Source: an optimization exercise on an open RTL-to-GDS flow (aim: small area and a short achievable clock period). Production flows keep margins and buffers that such runs may drop.
Where RTL was checked, it was by simulation tests only, not by an equivalence proof against the original.

==> inputs of v33 <==
// IIR
module IIR
          (clk,
           reset,
           clk_enable,
           In1,
           ce_out,
           Out1);
  input   clk;
  input   reset;
  input   clk_enable;
  input   [15:0] In1;   
  output  ce_out;
  output  [15:0] Out1;   
  reg  [15:0] s;      
  reg  [15:0] t;      
  reg         tk;     
  reg  [15:0] r;      
  reg         rnz;    
  reg  [15:0] v;      
  reg  [15:0] o;      
  wire [31:0] xs = {{16{s[15]}}, s};
  wire [31:0] m = (xs << 15) - (xs << 13) - (xs << 9) + (xs << 7)
                - (xs << 5) + (xs << 2) + xs + 32'd16383
                + ({{21{In1[15]}}, In1[15:5]} << 14) + ({16'd0, t} << 14);
  wire [15:0] s_next = {m[29] ^ tk, m[28:14]};
  wire [31:0] n = 32'd32767 - (xs << 16) + (xs << 12) - (xs << 9)
                - (xs << 7) + (xs << 5) - (xs << 3);
  wire tk_next = n[31] ^ (n[30] & (|n[29:15]));
  wire [31:0] q = (xs << 15) - (xs << 12) - (xs << 10) + (xs << 8)
                - (xs << 4) + (xs << 2);
  wire [15:0] w = q[29:14];
  wire        wnz = |q[13:0];
  wire [15:0] v_next = ~r + {15'd0, ~rnz};
  wire [16:0] sum = {w[15], w} + {v[15], v};
  always @(posedge clk or posedge reset)
    begin
      if (reset == 1'b1) begin
        s   <= 16'h0000;
        t   <= 16'h0000;
        tk  <= 1'b0;
        r   <= 16'h0000;
        rnz <= 1'b0;
        v   <= 16'h0000;
        o   <= 16'h0000;
      end
      else if (clk_enable) begin
        s   <= s_next;
        t   <= n[31:16];
        tk  <= tk_next;
        r   <= w;
        rnz <= wnz;
        v   <= v_next;
        o   <= sum[16:1];
      end
    end
  assign Out1 = o;
  assign ce_out = clk_enable;
endmodule   
export LEC_CHECK = 0
export ABC_CLOCK_PERIOD_IN_PS = 4000
export CAP_MARGIN = 20
export CORE_MARGIN = 2
export CORE_UTILIZATION = 40
export SETUP_SLACK_MARGIN = 5
export SLEW_MARGIN = 20
create_clock -name core_clock -period 10.0 [get_ports {clk}]
run.sh (not shown) runs the stock make flow with config.mk's settings and CLKGATE_MAP_FILE= SYNTH_SCRIPT=/design/flow/synth_recipe.tcl, a recipe that flattens the netlist after the stock synthesis.
==> inputs of v15, as changes to v33 <==
==> flow/config.mk (replaced) <==
export PLATFORM = sky130hd
export DESIGN_NAME = IIR
export DESIGN_NICKNAME = IIR
export VERILOG_FILES = /design/flow/design.v
export SDC_FILE = /design/flow/constraint.sdc
export NUM_CORES = 4
export LEC_CHECK = 0
export CAP_MARGIN = 20
export CORE_MARGIN = 2
export CORE_UTILIZATION = 40
export SLEW_MARGIN = 20
==> run summary <==
- v33 produced a clean layout. v15 produced a clean layout.
- In die area, v15 and v33 do not differ.
- First-iteration DRC count: v15 is larger than v33 (18%).
- In v15 the fmax is smaller than in v33, by 19%.
- Between v15 and v33, the lower via count is in v15 (gap 5.5%, measured against v33).
==> figures <==
Outcome: v33 no timing/DRC/antenna violations; v15 no timing/DRC/antenna violations
Signal arrival time at the worst endpoint: v33 6060 ps; v15 7400 ps
Slowest cell on the critical path: v33 sky130_fd_sc_hd__fa_1; v15 sky130_fd_sc_hd__dfrtp_1
Max Clk Rate: v33 172 MHz; v15 140 MHz
Dominant cell type by count on the critical path: v33 sky130_fd_sc_hd__a21o_1; v15 sky130_fd_sc_hd__a21oi_1
Global-route wire length before repair: v33 54.0 mm; v15 49.6 mm
Met2 routed WL: v33 16.6 mm; v15 14.5 mm
Total of plain and repair buffers excluding clock buffers: v33 131; v15 44
Post-layout worst setup margin: v33 4190 ps; v15 2850 ps


==> inputs of run a <==
Another version of the RTL of IIR (not shown whole).
Settings: LEC_CHECK=0, CAP_MARGIN=20, CORE_MARGIN=2, CORE_UTILIZATION=40, SLEW_MARGIN=20, SYNTH_HIERARCHICAL=1, SYNTH_MINIMUM_KEEP_SIZE=0, TNS_END_PERCENT=0; clock period 10.0 ns.
standard.sh (not shown) runs the stock make flow with config.mk's settings and CLKGATE_MAP_FILE= SYNTH_SCRIPT=/design/flow/synth_recipe.tcl, a recipe that flattens the netlist after the stock synthesis.
==> flow/flow/run.sh <==
#!/bin/bash
# Standard ORFS layout, with port buffers of a plain buffer cell and timing
# repair aimed below the clock period (the SDC is unchanged).
set -euo pipefail
bash standard.sh SETUP_SLACK_MARGIN=5.5 "BUFFER_PORTS_ARGS=-buffer_cell sky130_fd_sc_hd__buf_2" ABC_AREA=1 finish > flow_make.log 2>&1
==> inputs of run b, as changes to run a <==
--- a/flow/design.v
+++ b/flow/design.v
@@ -1108,89 +1108,85 @@
   wire y_g1081 = y_c1048 & y_s1049;
   wire y_p1082 = y_c1048 ^ y_s1049;
   wire y_g1083 = y_c1050 & y_s1051;
   wire y_p1084 = y_c1050 ^ y_s1051;
   wire y_g1085 = y_c1052 & y_s1053;
   wire y_p1086 = y_c1052 ^ y_s1053;
   wire y_G1087 = y_g1055 | (y_p1056 & 1'b0);
-  wire y_P1088 = y_p1056 & y_s1021;
-  wire y_G1089 = y_g1059 | (y_p1060 & y_g1057);
-  wire y_P1090 = y_p1060 & y_p1058;
-  wire y_G1091 = y_g1063 | (y_p1064 & y_g1061);
-  wire y_P1092 = y_p1064 & y_p1062;
-  wire y_G1093 = y_g1067 | (y_p1068 & y_g1065);
-  wire y_P1094 = y_p1068 & y_p1066;
-  wire y_G1095 = y_g1071 | (y_p1072 & y_g1069);
-  wire y_P1096 = y_p1072 & y_p1070;
-  wire y_G1097 = y_g1075 | (y_p1076 & y_g1073);
-  wire y_P1098 = y_p1076 & y_p1074;
-  wire y_G1099 = y_g1079 | (y_p1080 & y_g1077);
-  wire y_P1100 = y_p1080 & y_p1078;
-  wire y_G1101 = y_g1083 | (y_p1084 & y_g1081);
-  wire y_P1102 = y_p1084 & y_p1082;
-  wire y_G1103 = y_G1089 | (y_P1090 & y_G1087);
-  wire y_P1104 = y_P1090 & y_P1088;
-  wire y_G1105 = y_G1093 | (y_P1094 & y_G1091);
-  wire y_P1106 = y_P1094 & y_P1092;
-  wire y_G1107 = y_G1097 | (y_P1098 & y_G1095);
-  wire y_P1108 = y_P1098 & y_P1096;
-  wire y_G1109 = y_G1101 | (y_P1102 & y_G1099);
-  wire y_P1110 = y_P1102 & y_P1100;
-  wire y_G1111 = y_G1105 | (y_P1106 & y_G1103);
-  wire y_P1112 = y_P1106 & y_P1104;
-  wire y_G1113 = y_G1109 | (y_P1110 & y_G1107);
-  wire y_P1114 = y_P1110 & y_P1108;
-  wire y_G1115 = y_G1113 | (y_P1114 & y_G1111);
-  wire y_P1116 = y_P1114 & y_P1112;
-  wire y_G1117 = y_G1107 | (y_P1108 & y_G1111);
-  wire y_P1118 = y_P1108 & y_P1112;
-  wire y_G1119 = y_G1091 | (y_P1092 & y_G1103);
-  wire y_P1120 = y_P1092 & y_P1104;
-  wire y_G1121 = y_G1095 | (y_P1096 & y_G1111);
-  wire y_P1122 = y_P1096 & y_P1112;
-  wire y_G1123 = y_G1099 | (y_P1100 & y_G1117);
-  wire y_P1124 = y_P1100 & y_P1118;
-  wire y_G1125 = y_g1057 | (y_p1058 & y_G1087);
-  wire y_P1126 = y_p1058 & y_P1088;
-  wire y_G1127 = y_g1061 | (y_p1062 & y_G1103);
-  wire y_P1128 = y_p1062 & y_P1104;
-  wire y_G1129 = y_g1065 | (y_p1066 & y_G1119);
-  wire y_P1130 = y_p1066 & y_P1120;
-  wire y_G1131 = y_g1069 | (y_p1070 & y_G1111);
-  wire y_P1132 = y_p1070 & y_P1112;
-  wire y_G1133 = y_g1073 | (y_p1074 & y_G1121);
-  wire y_P1134 = y_p1074 & y_P1122;
-  wire y_G1135 = y_g1077 | (y_p1078 & y_G1117);
-  wire y_P1136 = y_p1078 & y_P1118;
-  wire y_G1137 = y_g1081 | (y_p1082 & y_G1123);
-  wire y_P1138 = y_p1082 & y_P1124;
-  wire y_G1139 = y_g1085 | (y_p1086 & y_G1115);
-  wire y_P1140 = y_p1086 & y_P1116;
-  wire y_o1141 = y_p1056 ^ 1'b0;
-  wire y_o1142 = y_p1058 ^ y_G1087;
-  wire y_o1143 = y_p1060 ^ y_G1125;
-  wire y_o1144 = y_p1062 ^ y_G1103;
-  wire y_o1145 = y_p1064 ^ y_G1127;
-  wire y_o1146 = y_p1066 ^ y_G1119;
-  wire y_o1147 = y_p1068 ^ y_G1129;
-  wire y_o1148 = y_p1070 ^ y_G1111;
-  wire y_o1149 = y_p1072 ^ y_G1131;
-  wire y_o1150 = y_p1074 ^ y_G1121;
-  wire y_o1151 = y_p1076 ^ y_G1133;
-  wire y_o1152 = y_p1078 ^ y_G1117;
-  wire y_o1153 = y_p1080 ^ y_G1135;
-  wire y_o1154 = y_p1082 ^ y_G1123;
-  wire y_o1155 = y_p1084 ^ y_G1137;
-  wire y_o1156 = y_p1086 ^ y_G1115;
+  wire y_G1088 = y_g1059 | (y_p1060 & y_g1057);
+  wire y_P1089 = y_p1060 & y_p1058;
+  wire y_G1090 = y_g1063 | (y_p1064 & y_g1061);
+  wire y_P1091 = y_p1064 & y_p1062;
+  wire y_G1092 = y_g1067 | (y_p1068 & y_g1065);
+  wire y_P1093 = y_p1068 & y_p1066;
+  wire y_G1094 = y_g1071 | (y_p1072 & y_g1069);
+  wire y_P1095 = y_p1072 & y_p1070;
+  wire y_G1096 = y_g1075 | (y_p1076 & y_g1073);
+  wire y_P1097 = y_p1076 & y_p1074;
+  wire y_G1098 = y_g1079 | (y_p1080 & y_g1077);
+  wire y_P1099 = y_p1080 & y_p1078;
+  wire y_G1100 = y_g1083 | (y_p1084 & y_g1081);
+  wire y_P1101 = y_p1084 & y_p1082;
+  wire y_G1102 = y_g1057 | (y_p1058 & y_G1087);
+  wire y_G1103 = y_G1088 | (y_P1089 & y_G1087);
+  wire y_G1104 = y_g1065 | (y_p1066 & y_G1090);
+  wire y_P1105 = y_p1066 & y_P1091;
+  wire y_G1106 = y_G1092 | (y_P1093 & y_G1090);
+  wire y_P1107 = y_P1093 & y_P1091;
+  wire y_G1108 = y_g1073 | (y_p1074 & y_G1094);
+  wire y_P1109 = y_p1074 & y_P1095;
+  wire y_G1110 = y_G1096 | (y_P1097 & y_G1094);
+  wire y_P1111 = y_P1097 & y_P1095;
+  wire y_G1112 = y_g1081 | (y_p1082 & y_G1098);
+  wire y_P1113 = y_p1082 & y_P1099;
+  wire y_G1114 = y_G1100 | (y_P1101 & y_G1098);
+  wire y_P1115 = y_P1101 & y_P1099;
+  wire y_G1116 = y_g1061 | (y_p1062 & y_G1103);
+  wire y_G1117 = y_G1090 | (y_P1091 & y_G1103);
+  wire y_G1118 = y_G1104 | (y_P1105 & y_G1103);
+  wire y_G1119 = y_G1106 | (y_P1107 & y_G1103);
+  wire y_G1120 = y_g1077 | (y_p1078 & y_G1110);
+  wire y_P1121 = y_p1078 & y_P1111;
+  wire y_G1122 = y_G1098 | (y_P1099 & y_G1110);
+  wire y_P1123 = y_P1099 & y_P1111;
+  wire y_G1124 = y_G1112 | (y_P1113 & y_G1110);
+  wire y_P1125 = y_P1113 & y_P1111;
+  wire y_G1126 = y_G1114 | (y_P1115 & y_G1110);
+  wire y_P1127 = y_P1115 & y_P1111;
+  wire y_G1128 = y_g1069 | (y_p1070 & y_G1119);
+  wire y_G1129 = y_G1094 | (y_P1095 & y_G1119);
+  wire y_G1130 = y_G1108 | (y_P1109 & y_G1119);
+  wire y_G1131 = y_G1110 | (y_P1111 & y_G1119);
+  wire y_G1132 = y_G1120 | (y_P1121 & y_G1119);
+  wire y_G1133 = y_G1122 | (y_P1123 & y_G1119);
+  wire y_G1134 = y_G1124 | (y_P1125 & y_G1119);
+  wire y_G1135 = y_G1126 | (y_P1127 & y_G1119);
+  wire y_G1136 = y_g1085 | (y_p1086 & y_G1135);
+  wire y_o1137 = y_p1056 ^ 1'b0;
+  wire y_o1138 = y_p1058 ^ y_G1087;
+  wire y_o1139 = y_p1060 ^ y_G1102;
+  wire y_o1140 = y_p1062 ^ y_G1103;
+  wire y_o1141 = y_p1064 ^ y_G1116;
+  wire y_o1142 = y_p1066 ^ y_G1117;
+  wire y_o1143 = y_p1068 ^ y_G1118;
+  wire y_o1144 = y_p1070 ^ y_G1119;
+  wire y_o1145 = y_p1072 ^ y_G1128;
+  wire y_o1146 = y_p1074 ^ y_G1129;
+  wire y_o1147 = y_p1076 ^ y_G1130;
+  wire y_o1148 = y_p1078 ^ y_G1131;
+  wire y_o1149 = y_p1080 ^ y_G1132;
+  wire y_o1150 = y_p1082 ^ y_G1133;
+  wire y_o1151 = y_p1084 ^ y_G1134;
+  wire y_o1152 = y_p1086 ^ y_G1135;
   wire [15:0] s_next = {m_o395 ^ tk, m_o394, m_o393, m_o392, m_o391, m_o390, m_o389, m_o388, m_o387, m_o386, m_o385, m_o384, m_o383, m_o382, m_o381, m_o380};
   wire [16:0] t_next = {n_o715, n_o714, n_o713, n_o712, n_o711, n_o710, n_o709, n_o708, n_o707, n_o706, n_o705, n_o704, n_o703, n_o702, n_o701, n_o700, n_o699};
   wire [15:0] tn = t[16:1] - 16'd46775;
   wire        tk = tn[15] ^ (tn[14] & (t[0] | (t[14:1] != 14'd14007)));
   wire [15:0] w = {q_o1020, q_o1019, q_o1018, q_o1017, q_o1016, q_o1015, q_o1014, q_o1013, q_o1012, q_o1011, q_o1010, q_o1009, q_o1008, q_o1007, q_o1006, q_o1005};
-  assign Out1 = {y_o1156, y_o1155, y_o1154, y_o1153, y_o1152, y_o1151, y_o1150, y_o1149, y_o1148, y_o1147, y_o1146, y_o1145, y_o1144, y_o1143, y_o1142, y_o1141};
+  assign Out1 = {y_o1152, y_o1151, y_o1150, y_o1149, y_o1148, y_o1147, y_o1146, y_o1145, y_o1144, y_o1143, y_o1142, y_o1141, y_o1140, y_o1139, y_o1138, y_o1137};
   always @(posedge clk or posedge reset)
     begin
       if (reset == 1'b1) begin
         s   <= 16'h0000;
         t   <= 17'h16D6E;
         r   <= 16'h0000;
         rnz <= 1'b0;
==> qor summary <==
| metric | run b | run a |
|---|---|---|
| Worst hold slack after final layout | 0.4732 ns | 0.4694 ns |
| Total Nets Final | 1728 | 1687 |
| Start point of the worst hold path | vr[3]$_DFFE_PP0P_ | vn$_DFFE_PP0P_ |
| Avg Vias per Cell | 4.996 | 4.958 |
| Share of the synthesized area in the top cell type | 29.76% | 30.53% |
| Share of synthesized cell area in and, or, nand and nor gates | 21.38% | 20.50% |
| Crit path largest cell delay | 0.28 ns | 0.43 ns |
| Multi-input combinational area share | 68.02% | 68.43% |
| Number of instances in the synthesized netlist | 1352 | 1316 |
| Run status | no timing/DRC/antenna violations | no timing/DRC/antenna violations |
| Total global routing track utilization | 18.99% | 18.03% |
| Maximum number of pins on one net before global-route repair | 78 | 71 |
| Worst reg-to-reg setup slack | 5.56 ns | 5.26 ns |
| Slew margin rel. | 45.09% | 39.61% |
| Proportion of layout cells with a drive suffix above 1 | 14.33% | 14.06% |
Function not checked in run a: the RTL went through the layout flow alone.

what the ideal ports hide:
The results above use ideal ports. As a check the final layouts listed here were re-extracted and re-timed, cells and wires unchanged.
Step 1 assumes that a clkbuf_16 drives the clock port and a buf_2 every other input.
Step 2 adds t to the input delays and takes it off the output delays; t is the mean of the earliest and latest rising clock arrival at the registers after step 1. Input paths then give back, and output paths get back, about the clock's delay inside the block.
Three values: ideal ports, drivers, drivers and shift; two values: the first two.
run	t (ns)	setup slack, ns	worst setup path after step 2	latest minus earliest clock arrival (ns)	pins driven straight from the clock port
v33	0.399	4.193 / 4.193 / 4.100	input to register	0.012 / 0.012	1
v15	0.391	2.850 / 2.850 / 2.850	register to register	0.012 / 0.012	1
run a	0.396	5.102 / 5.054 / 5.261	register to register	0.009 / 0.010	1
run b	0.395	5.521 / 5.472 / 5.472	input to output	0.010 / 0.010	1
After both steps setup and hold are still met in every run listed. For v33, which loses most, drivers alone change the setup slack by 0.000 ns; drivers and shift together by -0.093 ns.
